From an optimization exercise on the open Yosys and OpenROAD flow, aimed at small area; shortcuts taken in it are not production practice.
The RTL was checked by simulation tests, not by an equivalence proof against the original design.
No activity file was given, so power comes from the tool's default toggle rates.

<file path="flow/config.mk">
export PLATFORM = sky130hd
export DESIGN_NAME = alu
export DESIGN_NICKNAME = alu
export VERILOG_FILES = /design/flow/design.v
export SDC_FILE = /design/flow/constraint.sdc
export NUM_CORES = 8
export LEC_CHECK = 0
export CAP_MARGIN = 20
export CORE_MARGIN = 2
export CORE_UTILIZATION = 40
export CTS_BUF_LIST = sky130_fd_sc_hd__clkbuf_2
export GPL_TIMING_DRIVEN = 0
export SLEW_MARGIN = 20
</file>
<file path="flow/constraint.sdc">
create_clock -name core_clock -period 7.0 [get_ports {i_clk}]
set_input_delay 1.4000 -clock core_clock [delete_from_list [all_inputs] [get_ports {i_clk}]]
set_output_delay 1.4000 -clock core_clock [all_outputs]
set_load 0.01 [all_outputs]
</file>
<file path="flow/design.v">
module alu (
	input			i_clk,
	input			i_rst_n,
	input			i_valid,
	input	signed	[7:0]	i_data_a,
	input	signed	[7:0]	i_data_b,
	input		[2:0]	i_inst,
	output			o_valid,
	output		[7:0]	o_data
);
reg		o_valid_r;
reg	[7:0]	o_data_r;
reg	[7:0]	res;
assign o_valid = o_valid_r;
assign o_data  = o_data_r;
wire [7:0] a = i_data_a;
wire [7:0] b = i_data_b;
wire       sub = i_inst[0];
wire [7:0] bx  = b ^ {8{sub}};
wire [8:0] cy;
wire [7:0] s;
assign cy[0] = sub;
genvar gi;
generate for (gi = 0; gi < 8; gi = gi + 1) begin : g_add
	assign s[gi] = a[gi] ^ bx[gi] ^ cy[gi];
	assign cy[gi+1] = (a[gi] & bx[gi]) | (a[gi] & cy[gi]) | (bx[gi] & cy[gi]);
end endgenerate
wire       aovf = cy[8] ^ cy[7];
wire       s8   = s[7] ^ aovf;
	wire pp1 = ~(a[0] & b[0]);
	wire pp2 = ~(a[0] & b[1]);
	wire pp3 = ~(a[0] & b[2]);
	wire pp4 = ~(a[0] & b[3]);
	wire pp5 = ~(a[0] & b[4]);
	wire pp6 = ~(a[0] & b[5]);
	wire pp7 = ~(a[0] & b[6]);
	wire pp8 = a[0] & b[7];
	wire pp9 = ~(a[1] & b[0]);
	wire pp10 = ~(a[1] & b[1]);
	wire pp11 = ~(a[1] & b[2]);
	wire pp12 = ~(a[1] & b[3]);
	wire pp13 = ~(a[1] & b[4]);
	wire pp14 = ~(a[1] & b[5]);
	wire pp15 = ~(a[1] & b[6]);
	wire pp16 = a[1] & b[7];
	wire pp17 = ~(a[2] & b[0]);
	wire pp18 = ~(a[2] & b[1]);
	wire pp19 = ~(a[2] & b[2]);
	wire pp20 = ~(a[2] & b[3]);
	wire pp21 = ~(a[2] & b[4]);
	wire pp22 = ~(a[2] & b[5]);
	wire pp23 = ~(a[2] & b[6]);
	wire pp24 = a[2] & b[7];
	wire pp25 = ~(a[3] & b[0]);
	wire pp26 = ~(a[3] & b[1]);
	wire pp27 = ~(a[3] & b[2]);
	wire pp28 = ~(a[3] & b[3]);
	wire pp29 = ~(a[3] & b[4]);
	wire pp30 = ~(a[3] & b[5]);
	wire pp31 = ~(a[3] & b[6]);
	wire pp32 = a[3] & b[7];
	wire pp33 = ~(a[4] & b[0]);
	wire pp34 = ~(a[4] & b[1]);
	wire pp35 = ~(a[4] & b[2]);
	wire pp36 = ~(a[4] & b[3]);
	wire pp37 = ~(a[4] & b[4]);
	wire pp38 = ~(a[4] & b[5]);
	wire pp39 = ~(a[4] & b[6]);
	wire pp40 = a[4] & b[7];
	wire pp41 = ~(a[5] & b[0]);
	wire pp42 = ~(a[5] & b[1]);
	wire pp43 = ~(a[5] & b[2]);
	wire pp44 = ~(a[5] & b[3]);
	wire pp45 = ~(a[5] & b[4]);
	wire pp46 = ~(a[5] & b[5]);
	wire pp47 = ~(a[5] & b[6]);
	wire pp48 = a[5] & b[7];
	wire pp49 = ~(a[6] & b[0]);
	wire pp50 = ~(a[6] & b[1]);
	wire pp51 = ~(a[6] & b[2]);
	wire pp52 = ~(a[6] & b[3]);
	wire pp53 = ~(a[6] & b[4]);
	wire pp54 = ~(a[6] & b[5]);
	wire pp55 = ~(a[6] & b[6]);
	wire pp56 = a[6] & b[7];
	wire pp57 = a[7] & b[0];
	wire pp58 = a[7] & b[1];
	wire pp59 = a[7] & b[2];
	wire pp60 = a[7] & b[3];
	wire pp61 = a[7] & b[4];
	wire pp62 = a[7] & b[5];
	wire pp63 = a[7] & b[6];
	wire pp64 = ~(a[7] & b[7]);
	wire nx65 = a[7] ^ b[7];
	wire kc66 = nx65 & pp1;
	wire kc67 = pp2 & pp9;
	wire ks68 = pp2 ^ pp9;
	wire ac69 = kc66 | ks68;
	wire kc70 = pp10 & pp17;
	wire ks71 = pp10 ^ pp17;
	wire fs72 = pp3 ^ kc67 ^ ks71;
	wire fc73 = (pp3 & kc67) | (pp3 & ks71) | (kc67 & ks71);
	wire ac74 = ac69 | fs72;
	wire kc75 = pp11 & pp18;
	wire ks76 = pp11 ^ pp18;
	wire fs77 = pp25 ^ pp4 ^ kc70;
	wire fc78 = (pp25 & pp4) | (pp25 & kc70) | (pp4 & kc70);
	wire fs79 = ks76 ^ fs77 ^ fc73;
	wire fc80 = (ks76 & fs77) | (ks76 & fc73) | (fs77 & fc73);
	wire ac81 = ac74 | fs79;
	wire fs82 = pp12 ^ pp19 ^ pp26;
	wire fc83 = (pp12 & pp19) | (pp12 & pp26) | (pp19 & pp26);
	wire fs84 = pp33 ^ pp5 ^ kc75;
	wire fc85 = (pp33 & pp5) | (pp33 & kc75) | (pp5 & kc75);
	wire fs86 = fs82 ^ fc78 ^ fs84;
	wire fc87 = (fs82 & fc78) | (fs82 & fs84) | (fc78 & fs84);
	wire mc88 = (fc80 & fs86) | (fc80 & ac81) | (fs86 & ac81);
	wire fs89 = pp13 ^ pp20 ^ pp27;
	wire fc90 = (pp13 & pp20) | (pp13 & pp27) | (pp20 & pp27);
	wire fs91 = pp34 ^ pp41 ^ pp6;
	wire fc92 = (pp34 & pp41) | (pp34 & pp6) | (pp41 & pp6);
	wire fs93 = fc83 ^ fs89 ^ fs91;
	wire fc94 = (fc83 & fs89) | (fc83 & fs91) | (fs89 & fs91);
	wire fs95 = fc85 ^ fs93 ^ fc87;
	wire fc96 = (fc85 & fs93) | (fc85 & fc87) | (fs93 & fc87);
	wire fs97 = pp14 ^ pp21 ^ pp28;
	wire fc98 = (pp14 & pp21) | (pp14 & pp28) | (pp21 & pp28);
	wire fs99 = pp35 ^ pp42 ^ pp49;
	wire fc100 = (pp35 & pp42) | (pp35 & pp49) | (pp42 & pp49);
	wire fs101 = pp7 ^ fc90 ^ fc92;
	wire fc102 = (pp7 & fc90) | (pp7 & fc92) | (fc90 & fc92);
	wire fs103 = fs97 ^ fs99 ^ fc94;
	wire fc104 = (fs97 & fs99) | (fs97 & fc94) | (fs99 & fc94);
	wire fs105 = fs101 ^ fs103 ^ fc96;
	wire fc106 = (fs101 & fs103) | (fs101 & fc96) | (fs103 & fc96);
	wire fs107 = pp15 ^ pp22 ^ pp29;
	wire fc108 = (pp15 & pp22) | (pp15 & pp29) | (pp22 & pp29);
	wire fs109 = pp36 ^ pp43 ^ pp50;
	wire fc110 = (pp36 & pp43) | (pp36 & pp50) | (pp43 & pp50);
	wire fs111 = pp57 ^ pp8 ^ fc100;
	wire fc112 = (pp57 & pp8) | (pp57 & fc100) | (pp8 & fc100);
	wire fs113 = fc98 ^ fs107 ^ fs109;
	wire fc114 = (fc98 & fs107) | (fc98 & fs109) | (fs107 & fs109);
	wire fs115 = fc102 ^ fs111 ^ fs113;
	wire fc116 = (fc102 & fs111) | (fc102 & fs113) | (fs111 & fs113);
	wire fs117 = fc104 ^ fs115 ^ fc106;
	wire fc118 = (fc104 & fs115) | (fc104 & fc106) | (fs115 & fc106);
	wire kc119 = pp16 & pp23;
	wire ks120 = pp16 ^ pp23;
	wire fs121 = pp30 ^ pp37 ^ pp44;
	wire fc122 = (pp30 & pp37) | (pp30 & pp44) | (pp37 & pp44);
	wire fs123 = pp51 ^ pp58 ^ ks120;
	wire fc124 = (pp51 & pp58) | (pp51 & ks120) | (pp58 & ks120);
	wire fs125 = fc108 ^ fc110 ^ fs121;
	wire fc126 = (fc108 & fc110) | (fc108 & fs121) | (fc110 & fs121);
	wire fs127 = fs123 ^ fc112 ^ fc114;
	wire fc128 = (fs123 & fc112) | (fs123 & fc114) | (fc112 & fc114);
	wire fs129 = fs125 ^ fs127 ^ fc116;
	wire fc130 = (fs125 & fs127) | (fs125 & fc116) | (fs127 & fc116);
	wire fs131 = pp24 ^ pp31 ^ pp38;
	wire fc132 = (pp24 & pp31) | (pp24 & pp38) | (pp31 & pp38);
	wire fs133 = pp45 ^ pp52 ^ pp59;
	wire fc134 = (pp45 & pp52) | (pp45 & pp59) | (pp52 & pp59);
	wire fs135 = kc119 ^ fc122 ^ fs131;
	wire fc136 = (kc119 & fc122) | (kc119 & fs131) | (fc122 & fs131);
	wire fs137 = fs133 ^ fc124 ^ fc126;
	wire fc138 = (fs133 & fc124) | (fs133 & fc126) | (fc124 & fc126);
	wire fs139 = fs135 ^ fc128 ^ fs137;
	wire fc140 = (fs135 & fc128) | (fs135 & fs137) | (fc128 & fs137);
	wire fs141 = pp32 ^ pp39 ^ pp46;
	wire fc142 = (pp32 & pp39) | (pp32 & pp46) | (pp39 & pp46);
	wire fs143 = pp53 ^ pp60 ^ fc132;
	wire fc144 = (pp53 & pp60) | (pp53 & fc132) | (pp60 & fc132);
	wire fs145 = fc134 ^ fs141 ^ fs143;
	wire fc146 = (fc134 & fs141) | (fc134 & fs143) | (fs141 & fs143);
	wire fs147 = fc136 ^ fs145 ^ fc138;
	wire fc148 = (fc136 & fs145) | (fc136 & fc138) | (fs145 & fc138);
	wire fs149 = pp40 ^ pp47 ^ pp54;
	wire fc150 = (pp40 & pp47) | (pp40 & pp54) | (pp47 & pp54);
	wire fs151 = pp61 ^ fc142 ^ fs149;
	wire fc152 = (pp61 & fc142) | (pp61 & fs149) | (fc142 & fs149);
	wire fs153 = fc144 ^ fs151 ^ fc146;
	wire fc154 = (fc144 & fs151) | (fc144 & fc146) | (fs151 & fc146);
	wire fs155 = pp48 ^ pp55 ^ pp62;
	wire fc156 = (pp48 & pp55) | (pp48 & pp62) | (pp55 & pp62);
	wire fs157 = fc150 ^ fs155 ^ fc152;
	wire fc158 = (fc150 & fs155) | (fc150 & fc152) | (fs155 & fc152);
	wire fs159 = pp56 ^ pp63 ^ fc156;
	wire fc160 = (pp56 & pp63) | (pp56 & fc156) | (pp63 & fc156);
	wire cp161 = ~fs95 ^ ~mc88;
	wire cg162 = ~fs95 & ~mc88;
	wire cp163 = ~fs105 ^ 1'b0;
	wire cg164 = ~fs105 & 1'b0;
	wire cp165 = ~fs117 ^ 1'b0;
	wire cg166 = ~fs117 & 1'b0;
	wire cp167 = ~fs129 ^ ~fc118;
	wire cg168 = ~fs129 & ~fc118;
	wire cp169 = ~fc130 ^ ~fs139;
	wire cg170 = ~fc130 & ~fs139;
	wire cp171 = ~fc140 ^ ~fs147;
	wire cg172 = ~fc140 & ~fs147;
	wire cp173 = ~fs153 ^ ~fc148;
	wire cg174 = ~fs153 & ~fc148;
	wire cp175 = ~fs157 ^ ~fc154;
	wire cg176 = ~fs157 & ~fc154;
	wire cp177 = ~fs159 ^ ~fc158;
	wire cg178 = ~fs159 & ~fc158;
	wire cp179 = ~pp64 ^ ~fc160;
	wire cg180 = ~pp64 & ~fc160;
	wire cp181 = 1'b0 ^ 1'b0;
	wire cg182 = 1'b0 & 1'b0;
	wire ps183 = cp161 ^ 1'b0;
	wire pc184 = cg162 | (cp161 & 1'b0);
	wire ps185 = cp163 ^ pc184;
	wire pc186 = cg164 | (cp163 & pc184);
	wire ps187 = cp165 ^ pc186;
	wire pc188 = cg166 | (cp165 & pc186);
	wire ps189 = cp167 ^ pc188;
	wire pc190 = cg168 | (cp167 & pc188);
	wire ps191 = cp169 ^ pc190;
	wire pc192 = cg170 | (cp169 & pc190);
	wire ps193 = cp171 ^ pc192;
	wire pc194 = cg172 | (cp171 & pc192);
	wire ps195 = cp173 ^ pc194;
	wire pc196 = cg174 | (cp173 & pc194);
	wire ps197 = cp175 ^ pc196;
	wire pc198 = cg176 | (cp175 & pc196);
	wire ps199 = cp177 ^ pc198;
	wire pc200 = cg178 | (cp177 & pc198);
	wire ps201 = cp179 ^ pc200;
	wire pc202 = cg180 | (cp179 & pc200);
	wire ps203 = cp181 ^ pc202;
	wire pc204 = cg182 | (cp181 & pc202);
	wire p15205 = ~ps203;
	wire o1206 = (cp175 ^ 1'b0) | (cp177 ^ (cg176 | (cp175 & 1'b0))) | (cp179 ^ (cg178 | (cp177 & (cg176 | (cp175 & 1'b0)))));
	wire o2207 = (cp175 ^ 1'b0) & (cp177 ^ (cg176 | (cp175 & 1'b0))) & (cp179 ^ (cg178 | (cp177 & (cg176 | (cp175 & 1'b0)))));
	wire o1208 = (cp175 ^ 1'b1) | (cp177 ^ (cg176 | (cp175 & 1'b1))) | (cp179 ^ (cg178 | (cp177 & (cg176 | (cp175 & 1'b1)))));
	wire o2209 = (cp175 ^ 1'b1) & (cp177 ^ (cg176 | (cp175 & 1'b1))) & (cp179 ^ (cg178 | (cp177 & (cg176 | (cp175 & 1'b1)))));
	wire movf210 = pc196 ? (o1208 & ~o2209) : (o1206 & ~o2207);
wire [15:5] pr = {p15205, ps201, ps199, ps197, ps195, ps193, ps191, ps189, ps187, ps185, ps183};
wire       msgn = a[7] ^ b[7];
wire       movf = movf210;
wire       sg_hi  = ~a[7] & a[6];
wire       sg_mid = ~(a[7] ^ a[6]);
wire [7:0] sig_res = {2'b00, sg_hi, sg_mid & ~a[6], a[5:2] & {4{sg_mid}}};
wire [15:0] rr = {a, a} >> b[2:0];
wire [7:0] ror_res = rr[7:0];
wire       is_as  = (i_inst[2:1] == 2'b00);
wire       is_mul = (i_inst == 3'd2);
wire       sat    = (is_as & aovf) | (is_mul & movf);
wire       sgn    = is_mul ? msgn : s8;
wire       ok_as  = is_as & ~aovf;
wire       ok_mul = is_mul & ~movf;
wire       e_nand = (i_inst == 3'd3);
wire       e_xnor = (i_inst == 3'd4);
wire       e_sig  = (i_inst == 3'd5);
wire       e_rlo  = (i_inst == 3'd6) & ~b[2];
wire       e_rhi  = (i_inst == 3'd6) & b[2];
wire       e_mina = (i_inst == 3'd7) & s8;
wire       e_minb = (i_inst == 3'd7) & ~s8;
wire [15:0] r2 = {a, a} >> b[1:0];
wire [7:0] rq = r2[7:0];
wire [7:0] rqh = {rq[3:0], rq[7:4]};
wire [7:0] satv = {sgn, {7{~sgn}}};
always @(*)
	res = ({8{sat}} & satv) | ({8{ok_as}} & s) | ({8{ok_mul}} & pr[12:5])
	    | ({8{e_nand}} & ~(a & b)) | ({8{e_xnor}} & ~(a ^ b)) | ({8{e_sig}} & sig_res)
	    | ({8{e_rlo}} & rq) | ({8{e_rhi}} & rqh) | ({8{e_mina}} & a) | ({8{e_minb}} & b);
always @(posedge i_clk or negedge i_rst_n) begin
	if (!i_rst_n)
		o_valid_r <= 1'b0;
	else
		o_valid_r <= i_valid;
end
always @(posedge i_clk)
	o_data_r <= res;
endmodule
</file>
<file path="flow/flow/run.sh">
#!/bin/bash
set -euo pipefail
W=$PWD
export FLOW_WORK=$W
export FLOW_ABC_SCRIPTS="$W/flow/abc/a1.abc $W/flow/abc/a2.abc $W/flow/abc/a3.abc $W/flow/abc/a4.abc $W/flow/abc/a5.abc"
LIB=$FLOW_HOME/platforms/sky130hd/lib/sky130_fd_sc_hd__tt_025C_1v80.lib

# impl.v must do what design.v does: prove it before laying it out
cat > equiv.ys <<EOY
read_liberty -ignore_miss_func $LIB
read_verilog -sv $W/design.v
rename alu gold
read_verilog -sv $W/flow/impl.v
proc; flatten; opt_clean
rename alu gate
miter -equiv -flatten -make_assert gold gate miter
hierarchy -top miter
flatten; async2sync; opt -fast
sat -verify -prove-asserts -set-init-zero -seq 2 -show-inputs miter
EOY
yosys -l equiv.log -q -s equiv.ys > /dev/null

MK=(make -C "$FLOW_HOME" DESIGN_CONFIG="$W/config.mk" WORK_HOME="$W/orfs"
    CLKGATE_MAP_FILE= SYNTH_SCRIPT="$W/flow/synth.tcl"
    VERILOG_FILES="$W/flow/impl.v" ADDER_MAP_FILE=
    "BUFFER_PORTS_ARGS=-buffer_cell sky130_fd_sc_hd__buf_1"
    "CTS_ARGS=-sink_clustering_enable -repair_clock_nets -dont_use_dummy_load -buf_list sky130_fd_sc_hd__clkbuf_2 -root_buf sky130_fd_sc_hd__clkbuf_4")
if ! "${MK[@]}" synth > make_synth.log 2>&1; then
  # an ABC script can abort on some inputs: retry with the scripts that do not use &deepsyn
  rm -rf "$W/orfs/results" "$W/orfs/logs" "$W/orfs/reports" "$W/orfs/objects"
  export FLOW_ABC_SCRIPTS="$W/flow/abc/a2.abc $W/flow/abc/a3.abc"
  "${MK[@]}" synth > make_synth_retry.log 2>&1
fi
"${MK[@]}" finish > make_finish.log 2>&1
R=$W/orfs/results/sky130hd/alu/base
: # left out here: write the final layout as DEF
</file>
<file path="flow/flow/abc/a1.abc">
strash
balance; rewrite; refactor; balance; rewrite; rewrite -z; balance; refactor -z; rewrite -z; balance
&get -n
&deepsyn -T 60
&put
balance; rewrite; refactor; balance; rewrite; rewrite -z; balance; refactor -z; rewrite -z; balance
dch -f
amap
topo
mfs3 -ae -H 6 -R 4
mfs3 -ae -H 6 -R 4 -r
</file>
<file path="flow/flow/abc/a2.abc">
strash
balance -l; resub -K 6 -l; rewrite -l; resub -K 6 -N 2 -l; refactor -l; resub -K 8 -l; balance -l; resub -K 8 -N 2 -l; rewrite -l; resub -K 10 -l; rewrite -z -l; resub -K 10 -N 2 -l; balance -l; resub -K 12 -l; refactor -z -l; resub -K 12 -N 2 -l; rewrite -z -l; balance -l
balance -l; resub -K 6 -l; rewrite -l; resub -K 6 -N 2 -l; refactor -l; resub -K 8 -l; balance -l; resub -K 8 -N 2 -l; rewrite -l; resub -K 10 -l; rewrite -z -l; resub -K 10 -N 2 -l; balance -l; resub -K 12 -l; refactor -z -l; resub -K 12 -N 2 -l; rewrite -z -l; balance -l
dch -f
amap
topo
mfs3 -ae -H 6 -R 4
mfs3 -ae -H 6 -R 4 -r
</file>
<file path="flow/flow/abc/a3.abc">
strash
balance; rewrite; refactor; balance; rewrite; rewrite -z; balance; refactor -z; rewrite -z; balance
balance; rewrite; refactor; balance; rewrite; rewrite -z; balance; refactor -z; rewrite -z; balance
dch -f
amap
topo
mfs3 -ae -H 6 -R 4
mfs3 -ae -H 6 -R 4 -r
</file>
<file path="flow/flow/abc/a4.abc">
strash
balance; rewrite; refactor; balance; rewrite; rewrite -z; balance; refactor -z; rewrite -z; balance
&get -n
&deepsyn -T 60
&put
balance; rewrite; refactor; balance; rewrite; rewrite -z; balance; refactor -z; rewrite -z; balance
dch -f
amap
</file>
<file path="flow/flow/abc/a5.abc">
strash
balance; rewrite; refactor; balance; rewrite; rewrite -z; balance; refactor -z; rewrite -z; balance
&get -n
&deepsyn -T 60
&put
balance; rewrite; refactor; balance; rewrite; rewrite -z; balance; refactor -z; rewrite -z; balance
dch -f
amap -F 4 -A 10
topo
mfs3 -ae -H 6 -R 4
mfs3 -ae -H 6 -R 4 -r
</file>
<file path="flow/flow/impl.v">
// generated by gen/gen.py (impl ops=aoi2 pol=1 top3=1)
module alu (
	input			i_clk,
	input			i_rst_n,
	input			i_valid,
	input	signed	[7:0]	i_data_a,
	input	signed	[7:0]	i_data_b,
	input		[2:0]	i_inst,
	output			o_valid,
	output		[7:0]	o_data
);
reg		o_valid_r;
reg	[7:0]	o_data_r;
reg	[7:0]	res;

assign o_valid = o_valid_r;
assign o_data  = o_data_r;

wire [7:0] a = i_data_a;
wire [7:0] b = i_data_b;

// add / sub / compare share one ripple adder; s8 is the true sign
wire       sub = i_inst[0];
wire [7:0] bx  = b ^ {8{sub}};
wire [8:0] cy;
wire [7:0] s;
assign cy[0] = sub;
genvar gi;
generate for (gi = 0; gi < 8; gi = gi + 1) begin : g_add
	assign s[gi] = a[gi] ^ bx[gi] ^ cy[gi];
	assign cy[gi+1] = (a[gi] & bx[gi]) | (a[gi] & cy[gi]) | (bx[gi] & cy[gi]);
end endgenerate
wire       aovf = cy[8] ^ cy[7];
wire       s8   = s[7] ^ aovf;
// multiply: pr = (a*b + 15 + (a*b >= 0)) >> 5, saturated
	wire pp1 = ~(a[0] & b[0]);
	wire pp2 = ~(a[0] & b[1]);
	wire pp3 = ~(a[0] & b[2]);
	wire pp4 = ~(a[0] & b[3]);
	wire pp5 = ~(a[0] & b[4]);
	wire pp6 = ~(a[0] & b[5]);
	wire pp7 = ~(a[0] & b[6]);
	wire pp8 = a[0] & b[7];
	wire pp9 = ~(a[1] & b[0]);
	wire pp10 = ~(a[1] & b[1]);
	wire pp11 = ~(a[1] & b[2]);
	wire pp12 = ~(a[1] & b[3]);
	wire pp13 = ~(a[1] & b[4]);
	wire pp14 = ~(a[1] & b[5]);
	wire pp15 = ~(a[1] & b[6]);
	wire pp16 = a[1] & b[7];
	wire pp17 = ~(a[2] & b[0]);
	wire pp18 = ~(a[2] & b[1]);
	wire pp19 = ~(a[2] & b[2]);
	wire pp20 = ~(a[2] & b[3]);
	wire pp21 = ~(a[2] & b[4]);
	wire pp22 = ~(a[2] & b[5]);
	wire pp23 = ~(a[2] & b[6]);
	wire pp24 = a[2] & b[7];
	wire pp25 = ~(a[3] & b[0]);
	wire pp26 = ~(a[3] & b[1]);
	wire pp27 = ~(a[3] & b[2]);
	wire pp28 = ~(a[3] & b[3]);
	wire pp29 = ~(a[3] & b[4]);
	wire pp30 = ~(a[3] & b[5]);
	wire pp31 = ~(a[3] & b[6]);
	wire pp32 = a[3] & b[7];
	wire pp33 = ~(a[4] & b[0]);
	wire pp34 = ~(a[4] & b[1]);
	wire pp35 = ~(a[4] & b[2]);
	wire pp36 = ~(a[4] & b[3]);
	wire pp37 = ~(a[4] & b[4]);
	wire pp38 = ~(a[4] & b[5]);
	wire pp39 = ~(a[4] & b[6]);
	wire pp40 = a[4] & b[7];
	wire pp41 = ~(a[5] & b[0]);
	wire pp42 = ~(a[5] & b[1]);
	wire pp43 = ~(a[5] & b[2]);
	wire pp44 = ~(a[5] & b[3]);
	wire pp45 = ~(a[5] & b[4]);
	wire pp46 = ~(a[5] & b[5]);
	wire pp47 = ~(a[5] & b[6]);
	wire pp48 = a[5] & b[7];
	wire pp49 = ~(a[6] & b[0]);
	wire pp50 = ~(a[6] & b[1]);
	wire pp51 = ~(a[6] & b[2]);
	wire pp52 = ~(a[6] & b[3]);
	wire pp53 = ~(a[6] & b[4]);
	wire pp54 = ~(a[6] & b[5]);
	wire pp55 = ~(a[6] & b[6]);
	wire pp56 = a[6] & b[7];
	wire pp57 = a[7] & b[0];
	wire pp58 = a[7] & b[1];
	wire pp59 = a[7] & b[2];
	wire pp60 = a[7] & b[3];
	wire pp61 = a[7] & b[4];
	wire pp62 = a[7] & b[5];
	wire pp63 = a[7] & b[6];
	wire pp64 = ~(a[7] & b[7]);
	wire nx65 = a[7] ^ b[7];
	wire kc66 = nx65 & pp1;
	wire kc67 = pp2 & pp9;
	wire ks68 = pp2 ^ pp9;
	wire ac69 = kc66 | ks68;
	wire kc70 = pp10 & pp17;
	wire ks71 = pp10 ^ pp17;
	wire fs72, fc73;
	sky130_fd_sc_hd__fa_1 u_fs72 (.A(pp3), .B(kc67), .CIN(ks71), .SUM(fs72), .COUT(fc73));
	wire ac74 = ac69 | fs72;
	wire kc75 = pp11 & pp18;
	wire ks76 = pp11 ^ pp18;
	wire fs77, fc78;
	sky130_fd_sc_hd__fa_1 u_fs77 (.A(pp25), .B(pp4), .CIN(kc70), .SUM(fs77), .COUT(fc78));
	wire fs79, fc80;
	sky130_fd_sc_hd__fa_1 u_fs79 (.A(ks76), .B(fs77), .CIN(fc73), .SUM(fs79), .COUT(fc80));
	wire ac81 = ac74 | fs79;
	wire fs82, fc83;
	sky130_fd_sc_hd__fa_1 u_fs82 (.A(pp12), .B(pp19), .CIN(pp26), .SUM(fs82), .COUT(fc83));
	wire fs84, fc85;
	sky130_fd_sc_hd__fa_1 u_fs84 (.A(pp33), .B(pp5), .CIN(kc75), .SUM(fs84), .COUT(fc85));
	wire fs86, fc87;
	sky130_fd_sc_hd__fa_1 u_fs86 (.A(fs82), .B(fc78), .CIN(fs84), .SUM(fs86), .COUT(fc87));
	wire mc88 = (fc80 & fs86) | (fc80 & ac81) | (fs86 & ac81);
	wire fs89, fc90;
	sky130_fd_sc_hd__fa_1 u_fs89 (.A(pp13), .B(pp20), .CIN(pp27), .SUM(fs89), .COUT(fc90));
	wire fs91, fc92;
	sky130_fd_sc_hd__fa_1 u_fs91 (.A(pp34), .B(pp41), .CIN(pp6), .SUM(fs91), .COUT(fc92));
	wire fs93, fc94;
	sky130_fd_sc_hd__fa_1 u_fs93 (.A(fc83), .B(fs89), .CIN(fs91), .SUM(fs93), .COUT(fc94));
	wire fs95, fc96;
	sky130_fd_sc_hd__fa_1 u_fs95 (.A(fc85), .B(fs93), .CIN(fc87), .SUM(fs95), .COUT(fc96));
	wire fs97, fc98;
	sky130_fd_sc_hd__fa_1 u_fs97 (.A(pp14), .B(pp21), .CIN(pp28), .SUM(fs97), .COUT(fc98));
	wire fs99, fc100;
	sky130_fd_sc_hd__fa_1 u_fs99 (.A(pp35), .B(pp42), .CIN(pp49), .SUM(fs99), .COUT(fc100));
	wire fs101, fc102;
	sky130_fd_sc_hd__fa_1 u_fs101 (.A(pp7), .B(fc90), .CIN(fc92), .SUM(fs101), .COUT(fc102));
	wire fs103, fc104;
	sky130_fd_sc_hd__fa_1 u_fs103 (.A(fs97), .B(fs99), .CIN(fc94), .SUM(fs103), .COUT(fc104));
	wire fs105, fc106;
	sky130_fd_sc_hd__fa_1 u_fs105 (.A(fs101), .B(fs103), .CIN(fc96), .SUM(fs105), .COUT(fc106));
	wire fs107, fc108;
	sky130_fd_sc_hd__fa_1 u_fs107 (.A(pp15), .B(pp22), .CIN(pp29), .SUM(fs107), .COUT(fc108));
	wire fs109, fc110;
	sky130_fd_sc_hd__fa_1 u_fs109 (.A(pp36), .B(pp43), .CIN(pp50), .SUM(fs109), .COUT(fc110));
	wire fs111, fc112;
	sky130_fd_sc_hd__fa_1 u_fs111 (.A(pp57), .B(pp8), .CIN(fc100), .SUM(fs111), .COUT(fc112));
	wire fs113, fc114;
	sky130_fd_sc_hd__fa_1 u_fs113 (.A(fc98), .B(fs107), .CIN(fs109), .SUM(fs113), .COUT(fc114));
	wire fs115, fc116;
	sky130_fd_sc_hd__fa_1 u_fs115 (.A(fc102), .B(fs111), .CIN(fs113), .SUM(fs115), .COUT(fc116));
	wire fs117, fc118;
	sky130_fd_sc_hd__fa_1 u_fs117 (.A(fc104), .B(fs115), .CIN(fc106), .SUM(fs117), .COUT(fc118));
	wire kc119 = pp16 & pp23;
	wire ks120 = pp16 ^ pp23;
	wire fs121, fc122;
	sky130_fd_sc_hd__fa_1 u_fs121 (.A(pp30), .B(pp37), .CIN(pp44), .SUM(fs121), .COUT(fc122));
	wire fs123, fc124;
	sky130_fd_sc_hd__fa_1 u_fs123 (.A(pp51), .B(pp58), .CIN(ks120), .SUM(fs123), .COUT(fc124));
	wire fs125, fc126;
	sky130_fd_sc_hd__fa_1 u_fs125 (.A(fc108), .B(fc110), .CIN(fs121), .SUM(fs125), .COUT(fc126));
	wire fs127, fc128;
	sky130_fd_sc_hd__fa_1 u_fs127 (.A(fs123), .B(fc112), .CIN(fc114), .SUM(fs127), .COUT(fc128));
	wire fs129, fc130;
	sky130_fd_sc_hd__fa_1 u_fs129 (.A(fs125), .B(fs127), .CIN(fc116), .SUM(fs129), .COUT(fc130));
	wire fs131, fc132;
	sky130_fd_sc_hd__fa_1 u_fs131 (.A(pp24), .B(pp31), .CIN(pp38), .SUM(fs131), .COUT(fc132));
	wire fs133, fc134;
	sky130_fd_sc_hd__fa_1 u_fs133 (.A(pp45), .B(pp52), .CIN(pp59), .SUM(fs133), .COUT(fc134));
	wire fs135, fc136;
	sky130_fd_sc_hd__fa_1 u_fs135 (.A(kc119), .B(fc122), .CIN(fs131), .SUM(fs135), .COUT(fc136));
	wire fs137, fc138;
	sky130_fd_sc_hd__fa_1 u_fs137 (.A(fs133), .B(fc124), .CIN(fc126), .SUM(fs137), .COUT(fc138));
	wire fs139, fc140;
	sky130_fd_sc_hd__fa_1 u_fs139 (.A(fs135), .B(fc128), .CIN(fs137), .SUM(fs139), .COUT(fc140));
	wire fs141, fc142;
	sky130_fd_sc_hd__fa_1 u_fs141 (.A(pp32), .B(pp39), .CIN(pp46), .SUM(fs141), .COUT(fc142));
	wire fs143, fc144;
	sky130_fd_sc_hd__fa_1 u_fs143 (.A(pp53), .B(pp60), .CIN(fc132), .SUM(fs143), .COUT(fc144));
	wire fs145, fc146;
	sky130_fd_sc_hd__fa_1 u_fs145 (.A(fc134), .B(fs141), .CIN(fs143), .SUM(fs145), .COUT(fc146));
	wire fs147, fc148;
	sky130_fd_sc_hd__fa_1 u_fs147 (.A(fc136), .B(fs145), .CIN(fc138), .SUM(fs147), .COUT(fc148));
	wire fs149, fc150;
	sky130_fd_sc_hd__fa_1 u_fs149 (.A(pp40), .B(pp47), .CIN(pp54), .SUM(fs149), .COUT(fc150));
	wire fs151, fc152;
	sky130_fd_sc_hd__fa_1 u_fs151 (.A(pp61), .B(fc142), .CIN(fs149), .SUM(fs151), .COUT(fc152));
	wire fs153, fc154;
	sky130_fd_sc_hd__fa_1 u_fs153 (.A(fc144), .B(fs151), .CIN(fc146), .SUM(fs153), .COUT(fc154));
	wire fs155, fc156;
	sky130_fd_sc_hd__fa_1 u_fs155 (.A(pp48), .B(pp55), .CIN(pp62), .SUM(fs155), .COUT(fc156));
	wire fs157, fc158;
	sky130_fd_sc_hd__fa_1 u_fs157 (.A(fc150), .B(fs155), .CIN(fc152), .SUM(fs157), .COUT(fc158));
	wire fs159, fc160;
	sky130_fd_sc_hd__fa_1 u_fs159 (.A(pp56), .B(pp63), .CIN(fc156), .SUM(fs159), .COUT(fc160));
	wire cp161 = ~fs95 ^ ~mc88;
	wire cg162 = ~fs95 & ~mc88;
	wire cp163 = ~fs105 ^ 1'b0;
	wire cg164 = ~fs105 & 1'b0;
	wire cp165 = ~fs117 ^ 1'b0;
	wire cg166 = ~fs117 & 1'b0;
	wire cp167 = ~fs129 ^ ~fc118;
	wire cg168 = ~fs129 & ~fc118;
	wire cp169 = ~fc130 ^ ~fs139;
	wire cg170 = ~fc130 & ~fs139;
	wire cp171 = ~fc140 ^ ~fs147;
	wire cg172 = ~fc140 & ~fs147;
	wire cp173 = ~fs153 ^ ~fc148;
	wire cg174 = ~fs153 & ~fc148;
	wire cp175 = ~fs157 ^ ~fc154;
	wire cg176 = ~fs157 & ~fc154;
	wire cp177 = ~fs159 ^ ~fc158;
	wire cg178 = ~fs159 & ~fc158;
	wire cp179 = ~pp64 ^ ~fc160;
	wire cg180 = ~pp64 & ~fc160;
	wire cp181 = 1'b0 ^ 1'b0;
	wire cg182 = 1'b0 & 1'b0;
	wire ps183 = cp161 ^ 1'b0;
	wire pc184 = cg162 | (cp161 & 1'b0);
	wire ps185 = cp163 ^ pc184;
	wire pc186 = cg164 | (cp163 & pc184);
	wire ps187 = cp165 ^ pc186;
	wire pc188 = cg166 | (cp165 & pc186);
	wire ps189 = cp167 ^ pc188;
	wire pc190 = cg168 | (cp167 & pc188);
	wire ps191 = cp169 ^ pc190;
	wire pc192 = cg170 | (cp169 & pc190);
	wire ps193 = cp171 ^ pc192;
	wire pc194 = cg172 | (cp171 & pc192);
	wire ps195 = cp173 ^ pc194;
	wire pc196 = cg174 | (cp173 & pc194);
	wire ps197 = cp175 ^ pc196;
	wire pc198 = cg176 | (cp175 & pc196);
	wire ps199 = cp177 ^ pc198;
	wire pc200 = cg178 | (cp177 & pc198);
	wire ps201 = cp179 ^ pc200;
	wire pc202 = cg180 | (cp179 & pc200);
	wire ps203 = cp181 ^ pc202;
	wire pc204 = cg182 | (cp181 & pc202);
	wire p15205 = ~ps203;
	wire o1206 = (cp175 ^ 1'b0) | (cp177 ^ (cg176 | (cp175 & 1'b0))) | (cp179 ^ (cg178 | (cp177 & (cg176 | (cp175 & 1'b0)))));
	wire o2207 = (cp175 ^ 1'b0) & (cp177 ^ (cg176 | (cp175 & 1'b0))) & (cp179 ^ (cg178 | (cp177 & (cg176 | (cp175 & 1'b0)))));
	wire o1208 = (cp175 ^ 1'b1) | (cp177 ^ (cg176 | (cp175 & 1'b1))) | (cp179 ^ (cg178 | (cp177 & (cg176 | (cp175 & 1'b1)))));
	wire o2209 = (cp175 ^ 1'b1) & (cp177 ^ (cg176 | (cp175 & 1'b1))) & (cp179 ^ (cg178 | (cp177 & (cg176 | (cp175 & 1'b1)))));
	wire movf210 = pc196 ? (o1208 & ~o2209) : (o1206 & ~o2207);
wire [15:5] pr = {p15205, ps201, ps199, ps197, ps195, ps193, ps191, ps189, ps187, ps185, ps183};
wire       msgn = a[7] ^ b[7];
wire       movf = movf210;

// sigmoid
wire       sg_hi  = ~a[7] & a[6];
wire       sg_mid = ~(a[7] ^ a[6]);
wire [7:0] sig_res = {2'b00, sg_hi, sg_mid & ~a[6], a[5:2] & {4{sg_mid}}};

wire [15:0] rr = {a, a} >> b[2:0];
wire [7:0] ror_res = rr[7:0];

// one AND-OR plane: each result bit is an OR of gated terms
wire       is_as  = (i_inst[2:1] == 2'b00);
wire       is_mul = (i_inst == 3'd2);
wire       sat    = (is_as & aovf) | (is_mul & movf);
wire       sgn    = is_mul ? msgn : s8;
wire       ok_as  = is_as & ~aovf;
wire       ok_mul = is_mul & ~movf;
wire       e_nand = (i_inst == 3'd3);
wire       e_xnor = (i_inst == 3'd4);
wire       e_sig  = (i_inst == 3'd5);
wire       e_rlo  = (i_inst == 3'd6) & ~b[2];
wire       e_rhi  = (i_inst == 3'd6) & b[2];
wire       e_mina = (i_inst == 3'd7) & s8;
wire       e_minb = (i_inst == 3'd7) & ~s8;
wire [15:0] r2 = {a, a} >> b[1:0];
wire [7:0] rq = r2[7:0];
wire [7:0] rqh = {rq[3:0], rq[7:4]};
wire [7:0] satv = {sgn, {7{~sgn}}};
always @(*)
	res = ({8{sat}} & satv) | ({8{ok_as}} & s) | ({8{ok_mul}} & pr[12:5])
	    | ({8{e_nand}} & ~(a & b)) | ({8{e_xnor}} & ~(a ^ b)) | ({8{e_sig}} & sig_res)
	    | ({8{e_rlo}} & rq) | ({8{e_rhi}} & rqh) | ({8{e_mina}} & a) | ({8{e_minb}} & b);
always @(posedge i_clk or negedge i_rst_n) begin
	if (!i_rst_n)
		o_valid_r <= 1'b0;
	else
		o_valid_r <= i_valid;
end

always @(posedge i_clk)
	o_data_r <= res;

endmodule
</file>
<file path="flow/flow/synth.tcl">
proc abc {args} {
  set i [lsearch -exact $args -script]
  if {$i < 0 || [string match "*-fast*" $args]} {
    yosys abc {*}$args
    return
  }
  set j [lsearch -exact $args -D]
  if {$j >= 0} { set args [lreplace $args $j [expr {$j + 1}]] }
  set lib [lindex $::env(LIB_FILES) 0]
  yosys design -save flow_pre_abc
  set best ""
  foreach script $::env(FLOW_ABC_SCRIPTS) {
    yosys design -load flow_pre_abc
    lset args [expr {$i + 1}] $script
    puts "abc (flow wrapper): $script"
    if {[catch {yosys abc {*}$args} err]} {
      puts "abc (flow wrapper): $script failed: $err"
      continue
    }
    set st [tee -q -s result.string stat -liberty $lib]
    if {![regexp {Chip area for module [^:]*: ([0-9.]+)} $st -> area]} { error "no area after abc" }
    puts "abc (flow wrapper): $script gives cell area $area"
    if {$best eq "" || $area < $best} {
      set best $area
      yosys design -save flow_best_abc
    }
  }
  if {$best eq ""} { error "every ABC script failed" }
  yosys design -load flow_best_abc
  puts "abc (flow wrapper): kept cell area $best"
}
source $::env(FLOW_WORK)/synth_recipe.tcl
</file>
<file path="flow/standard.sh">
#!/bin/bash
# synth_recipe.tcl (not shown) runs the flow's synth.tcl, then flattens the netlist and writes it again
# the make line also repeats each setting of config.mk as NAME=value (left out here)
make -C /OpenROAD-flow-scripts/flow DESIGN_CONFIG=/design/flow/config.mk WORK_HOME=/design/flow/orfs CLKGATE_MAP_FILE= SYNTH_SCRIPT=/design/flow/synth_recipe.tcl "${@:-finish}"
</file>
==> run notes <==
-- synthesized netlist by cell type --
master | count | area share
dfxtp_1 | 8 | 0.068
nor2b_1 | 2 | 0.0053
o22ai_1 | 34 | 0.090
or4_1 | 3 | 0.0095
nand2_1 | 56 | 0.089
clkinv_1 | 32 | 0.051
a22oi_1 | 7 | 0.022
nor3_1 | 8 | 0.017
a221oi_1 | 2 | 0.0074
dfrtp_1 | 1 | 0.011
a31oi_1 | 1 | 0.0027
nand3_1 | 1 | 0.0021
a32oi_1 | 1 | 0.0037
o31ai_1 | 5 | 0.016
o221ai_1 | 5 | 0.019
and3_1 | 1 | 0.0027
o221a_1 | 1 | 0.0048
a211oi_1 | 3 | 0.0095
a211o_1 | 1 | 0.0037
and2_0 | 1 | 0.0027
a311oi_1 | 1 | 0.0037
o21ai_0 | 30 | 0.064
o21a_1 | 1 | 0.0032
nor4_1 | 1 | 0.0027
o32ai_1 | 1 | 0.0037
a21o_1 | 1 | 0.0032
a21oi_1 | 17 | 0.036
nor2_1 | 47 | 0.075
a2111oi_0 | 4 | 0.015
nand4_1 | 4 | 0.011
fa_1 | 41 | 0.35
-- final cells by class --
class,instances,area share
multi-input combinational,280,0.791
sequential,9,0.0707
inverter,32,0.0497
timing repair buffer,30,0.0454
tap,72,0.0344
clock buffer,3,0.00860
-- cell families after synthesis --
kind of cell | share of synthesized area
AND/OR/NAND/NOR | 0.216
AO/OA/AOI/OAI | 0.307
adder cells (fa/ha/maj) | 0.348
buffers and inverters | 0.0509
flip-flops | 0.0784
-- worst max-delay path, cell delays in order --
cell,delay [ps]
buf_1,390
nand2_1,210
fa_1,570
fa_1,440
fa_1,410
fa_1,380
fa_1,470
nor2_1,240
a21o_1,170
nand2_1,60
o21ai_0,90
nand2_1,90
o21ai_0,110
nand2_1,90
o21ai_0,130
nor2_1,130
nor3_2,290
a31oi_2,170
a32oi_1,320
nor2b_2,130
a2111oi_0,380
o31ai_1,150
-- path summary, 6_finish.rpt --
path / startpoint / to / slack, ps / depth (start not counted)
max in group asynchronous: i_rst_n / o_valid_r / 6020 / 1
worst min-delay path: i_rst_n / o_valid_r / 880 / 1
worst max-delay path: i_data_a[5] / o_data_r[0] / 310 / 22
min in group core_clock: i_valid / o_valid_r / 1230 / 1
-- registers in the layout, summed over array words and instances (netlist names) --
register and flops:
o_valid_r 1, o_data_r 8
-- layout by cell type (no fill, tap or decap), drive strengths merged, types with 2 or more instances in the layout --
cell type and count:
a21oi 17, nor2 47, clkbuf 4, or4 3, fa 41, o221ai 5, clkinv 29, a2111oi 4
buf 29, a22oi 7, o31ai 5, nand2 56, o22ai 34, a221oi 2, dfxtp 8, nor2b 2
o21ai 30, a211oi 3, nor3 8, clkinvlp 2, nand4 4
-- power breakdown --
group / total (W) / internal, W / switching, W
sequential: 0.0000674 / 0.0000645 / 0.00000291
combinational: 0.000402 / 0.000147 / 0.000254
clock: 0.0000371 / 0.0000197 / 0.0000174
-- metal layers --
layer / track usage / vias up
met1: 0.368 / 1236
met2: 0.415 / 170
li1: - / 1252
met3: 0.0367 / 15
met4: 0.0492 / 0
met5: 0 / -
-- stage by stage --
step / setup slack (ps) / std cells / util / hold WS, ps / cell area [um^2]
4_1_cts: 1.79 / 426 / 0.463 / 882 / 2600
2_1_floorplan: 909 / 321 / - / 1100 / 2360
5_1_grt: -8.18 / 426 / 0.467 / 864 / 2620
3_3_place_gp: -894 / 423 / 0.457 / 1160 / 2560
3_5_place_dp: -841 / 423 / 0.457 / 1160 / 2560
6_report: 306 / 426 / 0.467 / 884 / 2620
==> results.json <==
{
  "arrival_ps": 6820,
  "area_delta_synth_final_pct": 10.9,
  "regArea_um2": 185,
  "postRouteAntennaNets": 0,
  "crit_required_ps": 7130,
  "synthesis.area_um2": 2360,
  "path_clk_slew_ps": 60,
  "p_total_w": 0.000506,
  "tns_ps": 0,
  "grt_max_degree": 16,
  "io_pins": 31,
  "path_class": "in -> reg",
  "drt_first_pass_iters": 5,
  "diodes": 0,
  "root_buffer": "clkbuf_4",
  "setup-violations-final": 0,
  "syn_avg_cell_area_um2": 7.36,
  "cts_tree": "done",
  "numCtsBuffers": 3,
  "ir_drop_mv": 0.136,
  "rows": 27,
  "yosysSeqAreaShare": 0.0784,
  "drt_iter0_markers": 292,
  "crit_fanout": 9,
  "netlist_instances": 321,
  "post-cts-setup-buffers": 0,
  "vias": 2673,
  "cts.path.max_buffers": 2,
  "overflow": 0,
  "drive_above_1_share": 0.0424,
  "ctsHoldBuffers": 0,
  "drc": 0,
  "wl_met3_um": 743,
  "cap_violations": 0,
  "ys_seq_elements": 9,
  "p_leak_nw": 0.874,
  "slew-limit-headroom": 0.429,
  "die_area_um2": 6530,
  "cellPowerDensity_nw_per_um2": 193,
  "fillerInstances": 603,
  "synthDistinctLibCells": 31,
  "hpwlAfterDp_um": 6230,
  "cts_resized": 6,
  "cts.sinks": 9,
  "chipHeight_um": 80.8,
  "routed_wl_um": 7820,
  "cts_htree_levels": 1,
  "multiInputGateArea_um2": 2070,
  "core_um2": 5610,
  "finalMaxSlewViolations": 0,
  "min_path_type": "in -> async",
  "grt_antenna_before_repair": 0,
  "vias_per_cell": 6.27,
  "tightestPinTransition_ps": 851,
  "grt_pass1_wl_um": 12700,
  "nNetsFinal": 419,
  "synthesis.nets": 384,
  "place.gp.congestion": 1.02,
  "grt_pass1_vias": 2498,
  "hold_viol_final": 0,
  "start_util": 0.421,
  "wl_met1_um": 3210,
  "drt-wirelength-per-cell_um": 18.4,
  "numPortBuffers": 30,
  "ys_warn_count": 1,
  "grt_usage": 0.256,
  "layout_min_cycle_time_ps": 6690,
  "die_x_um": 80.8,
  "fin_crit_sh": 0.956,
  "timing.fmax_mhz": 149,
  "dr.max_layer_used": "met4",
  "status": "timing/DRC/antenna clean",
  "startpoint_type": "primary input",
  "endpoint_kind": "flip-flop",
  "met2WireLength_um": 3710
}

==> what the ideal ports hide <==
How much do the figures lean on ideal ports? The routed layout below was timed once more, with nothing changed but the port constraints. Step 1, drivers: a clkbuf_16 drives i_clk and a buf_2 each remaining input, both assumed. Step 2 also shifts input and output timing later by t, the mid clock arrival at the registers, as if the neighbouring blocks saw the same clock. Three values: ideal ports, drivers, drivers and shift; two values: the first two.
t (ns): 0.280
setup WS [ns]: 0.306 / 0.301 / 0.020
worst slew at a driven data input, ns: 0.03
After both steps this run still meets setup and hold. For this run, drivers alone change the setup slack by -0.005 ns; drivers and shift together by -0.286 ns.
